Background: an optimization exercise with open tools, aiming at small area. Do not read the settings as production practice. Where RTL was checked, it was by simulation tests only, not by an equivalence proof against the original. Power and IR drop assume default switching activity.

==> flow/design.v <==
`timescale 1ns / 1ps
module Receiver(
	input wire clk,
	input wire rst,
	input wire din,
	output reg [7:0] data,
	output wire valid
	);
localparam [8:0] C0 = 9'd237;
reg d;           
reg [2:0] i;     
reg [8:0] cnt;
wire idle  = ~d & ~i[1];
wire start = ~d & i[1] & ~i[0];
wire stop  = ~d & i[1] & i[0];
wire e139  = ~cnt[6] & ~cnt[5] & ~cnt[4] & cnt[3] & cnt[2] & cnt[0];
wire e278  = cnt[8] & ~cnt[7] & ~cnt[5] & cnt[4] & ~cnt[3] & cnt[0];
wire e140  = cnt[8] & cnt[6] & ~cnt[3] & ~cnt[1];
assign valid = ~d & ~i[1] & i[0];
wire wr = d & e139;
always @(posedge clk) begin
	cnt <= (idle | e278) ? C0 : {~cnt[7:0], cnt[8] ^ cnt[1]};
	if (wr & ~i[2] & ~i[1] & ~i[0]) data[0] <= din;
	if (wr & ~i[2] & ~i[1] &  i[0]) data[1] <= din;
	if (wr & ~i[2] &  i[1] & ~i[0]) data[2] <= din;
	if (wr & ~i[2] &  i[1] &  i[0]) data[3] <= din;
	if (wr &  i[2] & ~i[1] & ~i[0]) data[4] <= din;
	if (wr &  i[2] & ~i[1] &  i[0]) data[5] <= din;
	if (wr &  i[2] &  i[1] & ~i[0]) data[6] <= din;
	if (wr &  i[2] &  i[1] &  i[0]) data[7] <= din;
	if (rst) begin
		d <= 1'b0; i <= 3'd0;
	end else if (idle) begin
		i <= din ? 3'd0 : 3'd2;
	end else if (start) begin
		if (e139 && din) i <= 3'd0;
		else if (e278) begin d <= 1'b1; i <= 3'd0; end
	end else if (stop) begin
		if (e139 && !din) i <= 3'd0;
		else if (e140) i <= 3'd1;
	end else if (e278) begin
		i[0] <= ~i[0];
		i[1] <= i[1] ^ i[0];
		i[2] <= i[2] ^ (i[1] & i[0]);
		if (i[2] & i[1] & i[0]) begin d <= 1'b0; i <= 3'd3; end
	end
end
endmodule
`timescale 1ns / 1ps
module Transmitter #(parameter EARLY = 0) (
	input wire clk,
	input wire rst,
	input wire en,
	output wire [2:0] idx,
	input wire bit_in,
	output reg dout
	);
localparam [8:0] C0 = 9'd0;
reg d;
reg [2:0] i;
reg [8:0] cnt;
wire ready = ~d & ~i[1];
wire start = ~d & i[1] & ~i[0];
wire stop  = ~d & i[1] & i[0];
wire e0    = ~cnt[7] & ~cnt[5] & ~cnt[4] & ~cnt[3] & ~cnt[1];
wire e278  = cnt[8] & cnt[7] & cnt[6] & cnt[4] & ~cnt[1] & cnt[0];
assign idx = i;
always @(posedge clk) begin
	cnt <= (ready | e278) ? C0 : {~cnt[7:0], cnt[8] ^ cnt[1]};
	if (rst | ~d & ~start)
		dout <= 1'b1;
	else if (start)
		dout <= 1'b0;
	else if (e0)
		dout <= bit_in;
	if (rst) begin
		d <= 1'b0; i <= 3'd0;
	end else if (ready) begin
		if (EARLY && i[0]) i <= 3'd2;
		else if (en) i <= EARLY ? 3'd1 : 3'd2;
	end else if (e278) begin
		if (start) begin
			d <= 1'b1; i <= 3'd0;
		end else if (stop) begin
			i <= {2'b00, EARLY != 0 && en};
		end else begin
			i[0] <= ~i[0];
			i[1] <= i[1] ^ i[0];
			i[2] <= i[2] ^ (i[1] & i[0]);
			if (i[2] & i[1] & i[0]) begin d <= 1'b0; i <= 3'd3; end
		end
	end
end
endmodule
`timescale 1ns / 1ps
module Mitm(
	input wire CLK,
	input wire rst,  
	input wire RX,
	output wire TX,
	output wire C4,  
	output wire C5,  
	input wire C6,  
	input wire C7,  
	output reg LED1
);
reg [1:0] state;
wire green  = ~state[1];
wire normal = ~state[0];
reg grn, fwd_bs, fwd_bg;
wire [7:0] data, bs_data_rx, bg_data_rx;
wire usb_valid, bs_valid, bg_valid;
wire [2:0] usb_idx, bs_idx, bg_idx;
Receiver r_usb(.clk(CLK), .rst(rst), .din(RX), .data(data), .valid(usb_valid));
Receiver r_bs (.clk(CLK), .rst(rst), .din(C6), .data(bs_data_rx), .valid(bs_valid));
Receiver r_bg (.clk(CLK), .rst(rst), .din(C7), .data(bg_data_rx), .valid(bg_valid));
wire [7:0] G = 8'd71;
wire bg_en = green | normal & bs_valid;
wire bs_en = green | normal & bg_valid & ~bs_valid;
Transmitter t_usb(.clk(CLK), .rst(rst), .en(usb_valid), .idx(usb_idx),
	.bit_in(data[usb_idx]), .dout(TX));
Transmitter #(1) t_bs(.clk(CLK), .rst(rst), .en(bs_en), .idx(bs_idx),
	.bit_in(fwd_bs ? bg_data_rx[bs_idx] : grn & G[bs_idx]), .dout(C4));
Transmitter #(1) t_bg(.clk(CLK), .rst(rst), .en(bg_en), .idx(bg_idx),
	.bit_in(fwd_bg ? bs_data_rx[bg_idx] : grn & G[bg_idx]), .dout(C5));
wire cmd = usb_valid & (data[7:4] == 4'b0100) & data[2] & data[1] & (data[3] | data[0]);
always @(posedge CLK) begin
	if (rst) begin
		state <= 2'b11;
		LED1 <= 1'b0;
		grn <= 1'b0;
		fwd_bs <= 1'b0;
		fwd_bg <= 1'b0;
	end else begin
		if (cmd) begin
			LED1 <= ~LED1;
			state <= {data[3], data[0]};
		end
		if (normal) begin
			if (bs_valid) fwd_bg <= 1'b1;
			else if (bg_valid) fwd_bs <= 1'b1;
		end else begin
			grn <= green;
			fwd_bs <= 1'b0;
			fwd_bg <= 1'b0;
		end
	end
end
endmodule
Settings: LEC_CHECK=0, CAP_MARGIN=20, CORE_MARGIN=2, CORE_UTILIZATION=60, SLEW_MARGIN=20; clock period 10.0 ns.
standard.sh (not shown) runs the stock make flow with config.mk's settings and CLKGATE_MAP_FILE= SYNTH_SCRIPT=/design/flow/synth_recipe.tcl, a recipe that flattens the netlist after the stock synthesis.
==> flow/flow/run.sh <==
#!/bin/bash
# The standard layout, with three changes:
# - synthesis maps the logic with area-oriented ABC scripts (flow/synth_area.tcl):
#   each flow/abc_*.script is tried in a synthesis of its own and the one
#   giving the smallest cell area is used for the layout;
# - clock tree: no dummy loads on the leaf nets;
# - port buffers: the smallest buffer (repair may still resize it).
# Each tool's output goes to a log file in this folder.
set -euo pipefail
W=$PWD
export CTS_ARGS="-sink_clustering_enable -repair_clock_nets -dont_use_dummy_load -root_buf sky130_fd_sc_hd__clkbuf_8 -buf_list sky130_fd_sc_hd__clkbuf_4 -sink_clustering_size 14 -sink_clustering_max_diameter 60"
export BUFFER_PORTS_ARGS="-buffer_cell sky130_fd_sc_hd__buf_1"

trial() {
  local s=$1 n
  n=$(basename "$s" .script)
  AREA_ABC_SCRIPT="$s" make -C "$FLOW_HOME" DESIGN_CONFIG="$W/config.mk" WORK_HOME="$W/trial_$n" \
    CLKGATE_MAP_FILE= SYNTH_SCRIPT="$W/flow/synth_area.tcl" synth > "$W/trial_$n.log" 2>&1 || return 0
  awk '/Chip area for module/ {print $NF}' "$W/trial_$n/reports/$FLOW_PLATFORM/Mitm/base/synth_stat.txt" \
    > "$W/trial_$n.area"
}
pids=()
for s in "$W"/flow/abc_*.script; do
  trial "$s" &
  pids+=($!)
  if (( ${#pids[@]} >= ${NUM_CORES:-4} )); then wait "${pids[0]}"; pids=("${pids[@]:1}"); fi
done
wait
best=$(for f in "$W"/trial_*.area; do [[ -s $f ]] && echo "$(cat "$f") $(basename "$f" .area)"; done | sort -g | head -1 | awk '{print $2}')
best=${best#trial_}
echo "areas:"; for f in "$W"/trial_*.area; do echo "  $(basename "$f" .area) $(cat "$f")"; done
echo "using $best"
rm -rf "$W"/trial_*/
export AREA_ABC_SCRIPT="$W/flow/$best.script"
bash standard.sh SYNTH_SCRIPT="$W/flow/synth_area.tcl" synth > synth.log 2>&1
bash standard.sh finish > standard.log 2>&1
Other scripts of this flow, unchanged in this note and not shown: flow/flow/abc_t14.script, flow/flow/abc_t8.script, flow/flow/abc_u1.script, flow/flow/abc_u10.script, flow/flow/abc_u4.script, flow/flow/abc_u5.script, flow/flow/abc_u7.script, flow/flow/abc_u9.script, flow/flow/synth_area.tcl
The baseline finished clean.
==> next run, changes <==
--- a/flow/design.v
+++ b/flow/design.v
@@ -3,49 +3,49 @@
 	input wire clk,
 	input wire rst,
 	input wire din,
 	output reg [7:0] data,
 	output wire valid
 	);
-localparam [8:0] C0 = 9'd237;
-reg d;           
-reg [2:0] i;     
+reg d;
+reg [2:0] i;
 reg [8:0] cnt;
-wire idle  = ~d & ~i[1];
-wire start = ~d & i[1] & ~i[0];
-wire stop  = ~d & i[1] & i[0];
-wire e139  = ~cnt[6] & ~cnt[5] & ~cnt[4] & cnt[3] & cnt[2] & cnt[0];
-wire e278  = cnt[8] & ~cnt[7] & ~cnt[5] & cnt[4] & ~cnt[3] & cnt[0];
-wire e140  = cnt[8] & cnt[6] & ~cnt[3] & ~cnt[1];
-assign valid = ~d & ~i[1] & i[0];
-wire wr = d & e139;
+wire idle  = ~d & ~i[2] & ~i[1];
+wire start = ~d & ~i[2] & i[1] & ~i[0];
+wire stop  = ~d & ~i[2] & i[1] & i[0];
+wire last  = ~d & i[2];
+wire chk   = ~cnt[6] & cnt[5] & ~cnt[3] & cnt[2] & ~cnt[1] & ~cnt[0];
+wire wr    = d & chk;
+assign valid = ~d & ~i[2] & ~i[1] & i[0];
 always @(posedge clk) begin
-	cnt <= (idle | e278) ? C0 : {~cnt[7:0], cnt[8] ^ cnt[1]};
+	cnt <= idle ? 9'd0 : {~cnt[7:0], cnt[8] ^ (cnt[3] | cnt[4] & cnt[0])};
 	if (wr & ~i[2] & ~i[1] & ~i[0]) data[0] <= din;
 	if (wr & ~i[2] & ~i[1] &  i[0]) data[1] <= din;
 	if (wr & ~i[2] &  i[1] & ~i[0]) data[2] <= din;
 	if (wr & ~i[2] &  i[1] &  i[0]) data[3] <= din;
 	if (wr &  i[2] & ~i[1] & ~i[0]) data[4] <= din;
 	if (wr &  i[2] & ~i[1] &  i[0]) data[5] <= din;
 	if (wr &  i[2] &  i[1] & ~i[0]) data[6] <= din;
 	if (wr &  i[2] &  i[1] &  i[0]) data[7] <= din;
 	if (rst) begin
 		d <= 1'b0; i <= 3'd0;
 	end else if (idle) begin
 		i <= din ? 3'd0 : 3'd2;
-	end else if (start) begin
-		if (e139 && din) i <= 3'd0;
-		else if (e278) begin d <= 1'b1; i <= 3'd0; end
-	end else if (stop) begin
-		if (e139 && !din) i <= 3'd0;
-		else if (e140) i <= 3'd1;
-	end else if (e278) begin
-		i[0] <= ~i[0];
-		i[1] <= i[1] ^ i[0];
-		i[2] <= i[2] ^ (i[1] & i[0]);
-		if (i[2] & i[1] & i[0]) begin d <= 1'b0; i <= 3'd3; end
+	end else if (last) begin
+		i <= 3'd1;
+	end else if (chk) begin
+		if (start) begin
+			d <= ~din; i <= 3'd0;
+		end else if (stop) begin
+			i <= din ? 3'd4 : 3'd0;
+		end else begin
+			i[0] <= ~i[0];
+			i[1] <= i[1] ^ i[0];
+			i[2] <= i[2] ^ (i[1] & i[0]);
+			if (i[2] & i[1] & i[0]) begin d <= 1'b0; i <= 3'd3; end
+		end
 	end
 end
 endmodule
 `timescale 1ns / 1ps
 module Transmitter #(parameter EARLY = 0) (
 	input wire clk,
Non-clock buffer count rises by 3. Sequential cell count stays the same. Utilization falls by 0.26 points. Setup slack gets better by 0.15 ns. Clock skew barely changes. Via count falls by 4.3%. Synthesized cell count went down by 3.4%. Hold slack barely changes.

========
== old ==
Starts from the design.v that is shown in full above.
==> flow/config.mk <==
export PLATFORM = sky130hd
export DESIGN_NAME = Mitm
export DESIGN_NICKNAME = Mitm
export VERILOG_FILES = /design/flow/design.v
export SDC_FILE = /design/flow/constraint.sdc
export NUM_CORES = 4
export LEC_CHECK = 0
export CAP_MARGIN = 20
export CORE_MARGIN = 2
export CORE_UTILIZATION = 60
export SLEW_MARGIN = 20
==> flow/constraint.sdc <==
create_clock -name core_clock -period 10.0 [get_ports {CLK}]
set_input_delay 2.0000 -clock core_clock [delete_from_list [all_inputs] [get_ports {CLK}]]
set_output_delay 2.0000 -clock core_clock [all_outputs]
set_load 0.01 [all_outputs]
==> flow/flow/run.sh <==
#!/bin/bash
# The standard layout, with three changes:
# - synthesis maps the logic with an area-oriented ABC script (flow/synth_area.tcl);
# - clock tree: small clock buffers and no dummy loads on the leaf nets;
# - port buffers: the smallest buffer (repair may still resize it).
set -euo pipefail
export AREA_ABC_SCRIPT="$PWD/flow/abc_area.script"
export CTS_ARGS="-sink_clustering_enable -repair_clock_nets -dont_use_dummy_load -root_buf sky130_fd_sc_hd__clkbuf_8 -buf_list sky130_fd_sc_hd__clkbuf_4 -sink_clustering_size 14 -sink_clustering_max_diameter 60"
export BUFFER_PORTS_ARGS="-buffer_cell sky130_fd_sc_hd__buf_1"
bash standard.sh SYNTH_SCRIPT="$PWD/flow/synth_area.tcl" synth > synth.log 2>&1
bash standard.sh finish > standard.log 2>&1
==> flow/flow/abc_area.script <==
&get -n
&st
&syn3
&dch -f
&nf -R 1000 -p -F 8 -A 4
&put
topo
==> flow/flow/synth_area.tcl <==
# synth_recipe.tcl (the standard synthesis) with one change: ABC maps the
# logic with an area-oriented script (abc_area.script beside this file)
# instead of ORFS's delay-oriented one. Registers are mapped before ABC runs,
# so they are the same as in the standard synthesis.
proc synth {args} { yosys synth -nofsm -noshare {*}$args }
proc abc {args} {
  set i [lsearch $args -script]
  if { $i >= 0 } { lset args [expr {$i + 1}] $::env(AREA_ABC_SCRIPT) }
  yosys abc {*}$args
}
source $::env(SCRIPTS_DIR)/synth.tcl
# left out here: clear keep_hierarchy, flatten, clean up, hide names made inside functions, write 1_2_yosys.v
Changes in new relative to old:
--- a/flow/design.v
+++ b/flow/design.v
@@ -30,5 +30,5 @@
 	if (wr &  i[2] &  i[1] &  i[0]) data[7] <= din;
 	if (rst) begin
-		d <= 1'b0; i <= 3'd0;
+		d <= 1'b0; i[1:0] <= 2'd0;	 
 	end else if (idle) begin
 		i <= din ? 3'd0 : 3'd2;
@@ -75,5 +75,5 @@
 		dout <= bit_in;
 	if (rst) begin
-		d <= 1'b0; i <= 3'd0;
+		d <= 1'b0; i[1:0] <= 2'd0;	 
 	end else if (ready) begin
 		if (EARLY && i[0]) i <= 3'd2;
@@ -129,20 +129,17 @@
 		state <= 2'b11;
 		LED1 <= 1'b0;
-		grn <= 1'b0;
+	end else if (cmd) begin
+		LED1 <= ~LED1;
+		state <= {data[3], data[0]};
+	end
+end
+always @(posedge CLK) begin
+	if (normal) begin
+		if (bs_valid) fwd_bg <= 1'b1;
+		else if (bg_valid) fwd_bs <= 1'b1;
+	end else begin
+		grn <= green;
 		fwd_bs <= 1'b0;
 		fwd_bg <= 1'b0;
-	end else begin
-		if (cmd) begin
-			LED1 <= ~LED1;
-			state <= {data[3], data[0]};
-		end
-		if (normal) begin
-			if (bs_valid) fwd_bg <= 1'b1;
-			else if (bg_valid) fwd_bs <= 1'b1;
-		end else begin
-			grn <= green;
-			fwd_bs <= 1'b0;
-			fwd_bg <= 1'b0;
-		end
 	end
 end
Results
Delta (new minus old): routed wire length rose by about 2.8%; cell area after technology mapping rose by 0.74%. Of new and old, it is new that has the higher die height. new vs old, total power went up by about 7.5%. Pin count of the biggest net entering global routing (higher): old. Synthesized-area fraction occupied by xor and xnor cells essentially unchanged between new and old. [compare] base=old new=new: wire length of the first global-routing pass now larger; multiplexer fraction of the synthesized cell area moved down.
No functional check of the RTL was part of new.

========
Another version of the RTL of Mitm (not shown whole).
Size: roughly 400 cells after synthesis, about 110 flip-flops, roughly 9 I/O pins, about 0.0040 mm2 of cells after synthesis.
==> module Transmitter, before the edit <==
module Transmitter #(parameter EARLY = 0) (
	input wire clk,
	input wire rst,
	input wire en,
	output wire [2:0] idx,
	input wire bit_in,
	output reg dout
	);
reg [3:0] ph;
reg [8:0] cnt;
wire ready = ~ph[3] & ph[2] & ~ph[1];
wire pre   = ready & ph[0];
wire start = ~ph[3] & ph[2] & ph[1] & ph[0];
wire stop  = ph == 4'd0;
wire e0    = ~cnt[7] & ~cnt[5] & ~cnt[4] & ~cnt[3] & ~cnt[1];
wire e278  = cnt[8] & cnt[7] & cnt[6] & cnt[4] & ~cnt[1] & cnt[0];
assign idx = ph[2:0];
always @(posedge clk) begin
	cnt <= (ready | e278) ? 9'd0 : {~cnt[7:0], cnt[8] ^ cnt[1]};
	if (rst | ~ph[3] & ~start)
		dout <= 1'b1;
	else if (start)
		dout <= 1'b0;
	else if (e0)
		dout <= bit_in;
	if (rst)
		ph <= 4'd4;
	else if (EARLY && pre)
		ph <= 4'd7;
	else if (ready)
		ph <= en ? (EARLY ? 4'd5 : 4'd7) : 4'd4;
	else if (e278)
		ph <= stop ? ((EARLY != 0 && en) ? 4'd5 : 4'd4) : ph + 4'd1;
end
endmodule
clock: 10.0 ns
lec_check: 0
cap_margin: 5
core_margin: 2
core_utilization: 60
gpl_timing_driven: 0
slew_margin: 5
==> flow/flow/run.sh <==
#!/bin/bash
# The standard layout, with three changes:
# - synthesis maps the logic with area-oriented ABC scripts and no adder
#   extraction (flow/synth_area.tcl):
#   each flow/abc_*.script is tried in a synthesis of its own and the one
#   giving the smallest cell area is used for the layout;
# - clock tree: no dummy loads on the leaf nets;
# - port buffers: the smallest buffer (repair may still resize it).
# Each tool's output goes to a log file in this folder.
set -euo pipefail
W=$PWD
export CTS_ARGS="-sink_clustering_enable -repair_clock_nets -dont_use_dummy_load -root_buf sky130_fd_sc_hd__clkbuf_8 -buf_list sky130_fd_sc_hd__clkbuf_4 -sink_clustering_size 14 -sink_clustering_max_diameter 60"
export BUFFER_PORTS_ARGS="-buffer_cell sky130_fd_sc_hd__buf_1"

trial() {
  local s=$1 n
  n=$(basename "$s" .script)
  AREA_ABC_SCRIPT="$s" make -C "$FLOW_HOME" DESIGN_CONFIG="$W/config.mk" WORK_HOME="$W/trial_$n" \
    CLKGATE_MAP_FILE= SYNTH_SCRIPT="$W/flow/synth_area.tcl" synth > "$W/trial_$n.log" 2>&1 || return 0
  awk '/Chip area for module/ {print $NF}' "$W/trial_$n/reports/$FLOW_PLATFORM/Mitm/base/synth_stat.txt" \
    > "$W/trial_$n.area"
}
pids=()
for s in "$W"/flow/abc_*.script; do
  trial "$s" &
  pids+=($!)
  if (( ${#pids[@]} >= ${NUM_CORES:-4} )); then wait "${pids[0]}"; pids=("${pids[@]:1}"); fi
done
wait
best=$(for f in "$W"/trial_*.area; do [[ -s $f ]] && echo "$(cat "$f") $(basename "$f" .area)"; done | sort -g | head -1 | awk '{print $2}')
best=${best#trial_}
echo "areas:"; for f in "$W"/trial_*.area; do echo "  $(basename "$f" .area) $(cat "$f")"; done
echo "using $best"
rm -rf "$W"/trial_*/
export AREA_ABC_SCRIPT="$W/flow/$best.script"
bash standard.sh SYNTH_SCRIPT="$W/flow/synth_area.tcl" synth > synth.log 2>&1
bash standard.sh finish > standard.log 2>&1
Other scripts of this flow, unchanged in this note and not shown: flow/flow/abc_t14.script, flow/flow/abc_t8.script, flow/flow/abc_u1.script, flow/flow/abc_u10.script, flow/flow/abc_u12.script, flow/flow/abc_u13.script, flow/flow/abc_u14.script, flow/flow/abc_u15.script, flow/flow/abc_u4.script, flow/flow/abc_u5.script, flow/flow/abc_u7.script, flow/flow/abc_u9.script, flow/flow/abc_v3.script, flow/flow/synth_area.tcl
The first run passed the timing, design-rule and antenna checks.
==> next run, changes <==
--- a/flow/design.v
+++ b/flow/design.v
@@ -54,33 +54,43 @@
 	output wire [2:0] idx,
 	input wire bit_in,
 	output reg dout
 	);
-reg [3:0] ph;
+localparam [8:0] C0 = 9'd0;
+reg d;
+reg [2:0] i;
 reg [8:0] cnt;
-wire ready = ~ph[3] & ph[2] & ~ph[1];
-wire pre   = ready & ph[0];
-wire start = ~ph[3] & ph[2] & ph[1] & ph[0];
-wire stop  = ph == 4'd0;
+wire ready = ~d & ~i[1];
+wire start = ~d & i[1] & ~i[0];
+wire stop  = ~d & i[1] & i[0];
 wire e0    = ~cnt[7] & ~cnt[5] & ~cnt[4] & ~cnt[3] & ~cnt[1];
 wire e278  = cnt[8] & cnt[7] & cnt[6] & cnt[4] & ~cnt[1] & cnt[0];
-assign idx = ph[2:0];
+assign idx = i;
 always @(posedge clk) begin
-	cnt <= (ready | e278) ? 9'd0 : {~cnt[7:0], cnt[8] ^ cnt[1]};
-	if (rst | ~ph[3] & ~start)
+	cnt <= (ready | e278) ? C0 : {~cnt[7:0], cnt[8] ^ cnt[1]};
+	if (rst | ~d & ~start)
 		dout <= 1'b1;
 	else if (start)
 		dout <= 1'b0;
 	else if (e0)
 		dout <= bit_in;
-	if (rst)
-		ph <= 4'd4;
-	else if (EARLY && pre)
-		ph <= 4'd7;
-	else if (ready)
-		ph <= en ? (EARLY ? 4'd5 : 4'd7) : 4'd4;
-	else if (e278)
-		ph <= stop ? ((EARLY != 0 && en) ? 4'd5 : 4'd4) : ph + 4'd1;
+	if (rst) begin
+		d <= 1'b0; i <= 3'd0;
+	end else if (ready) begin
+		if (EARLY && i[0]) i <= 3'd2;
+		else if (en) i <= EARLY ? 3'd1 : 3'd2;
+	end else if (e278) begin
+		if (start) begin
+			d <= 1'b1; i <= 3'd0;
+		end else if (stop) begin
+			i <= {2'b00, EARLY != 0 && en};
+		end else begin
+			i[0] <= ~i[0];
+			i[1] <= i[1] ^ i[0];
+			i[2] <= i[2] ^ (i[1] & i[0]);
+			if (i[2] & i[1] & i[0]) begin d <= 1'b0; i <= 3'd3; end
+		end
+	end
 end
 endmodule
 `timescale 1ns / 1ps
 module Mitm(
What happened: Synthesized cell count is unchanged. Die area went up slightly. Design area went up slightly. Sequential cell count is unchanged. Total power climbs by roughly a tenth.

what the ideal ports hide:
The flow's constraints put no driver on any port. The routed layouts listed below were extracted and timed again, unchanged, in two steps. Step 1 (the two cells are an assumption about what drives the block):
set clk [get_ports {CLK}]
set_driving_cell -lib_cell sky130_fd_sc_hd__clkbuf_16 $clk
set_driving_cell -lib_cell sky130_fd_sc_hd__buf_2 [delete_from_list [all_inputs] $clk]
Step 2 times the ports against the registers' clock, not the clock port: input delays grow and output delays shrink by t, the midpoint of the rising clock arrivals with the driver on. a / b / c = ideal ports / drivers / drivers and shift; a / b = the first two.
| run | t (ns) | setup slack, ns | slew at the worst register clock pin (ns) | worst data-port slew with drivers (ns) |
|---|---|---|---|---|
| the first run of note 1 | 0.375 | 6.958 / 6.965 / 6.590 | 0.10 / 0.10 | 0.03 |
| the second run of note 1 | 0.371 | 7.109 / 7.077 / 6.965 | 0.10 / 0.10 | 0.03 |
| old | 0.370 | 6.794 / 6.802 / 6.432 | 0.11 / 0.11 | 0.03 |
| new | 0.384 | 6.641 / 6.652 / 6.268 | 0.10 / 0.10 | 0.03 |
| the first run of note 3 | 0.389 | 7.138 / 7.106 / 6.966 | 0.10 / 0.10 | 0.03 |
| the second run of note 3 | 0.383 | 7.133 / 7.101 / 7.078 | 0.09 / 0.09 | 0.03 |
After both steps every run listed still meets setup and hold. The setup slack of new, which loses most, moves by +0.011 ns with the drivers and by -0.373 ns with both steps.
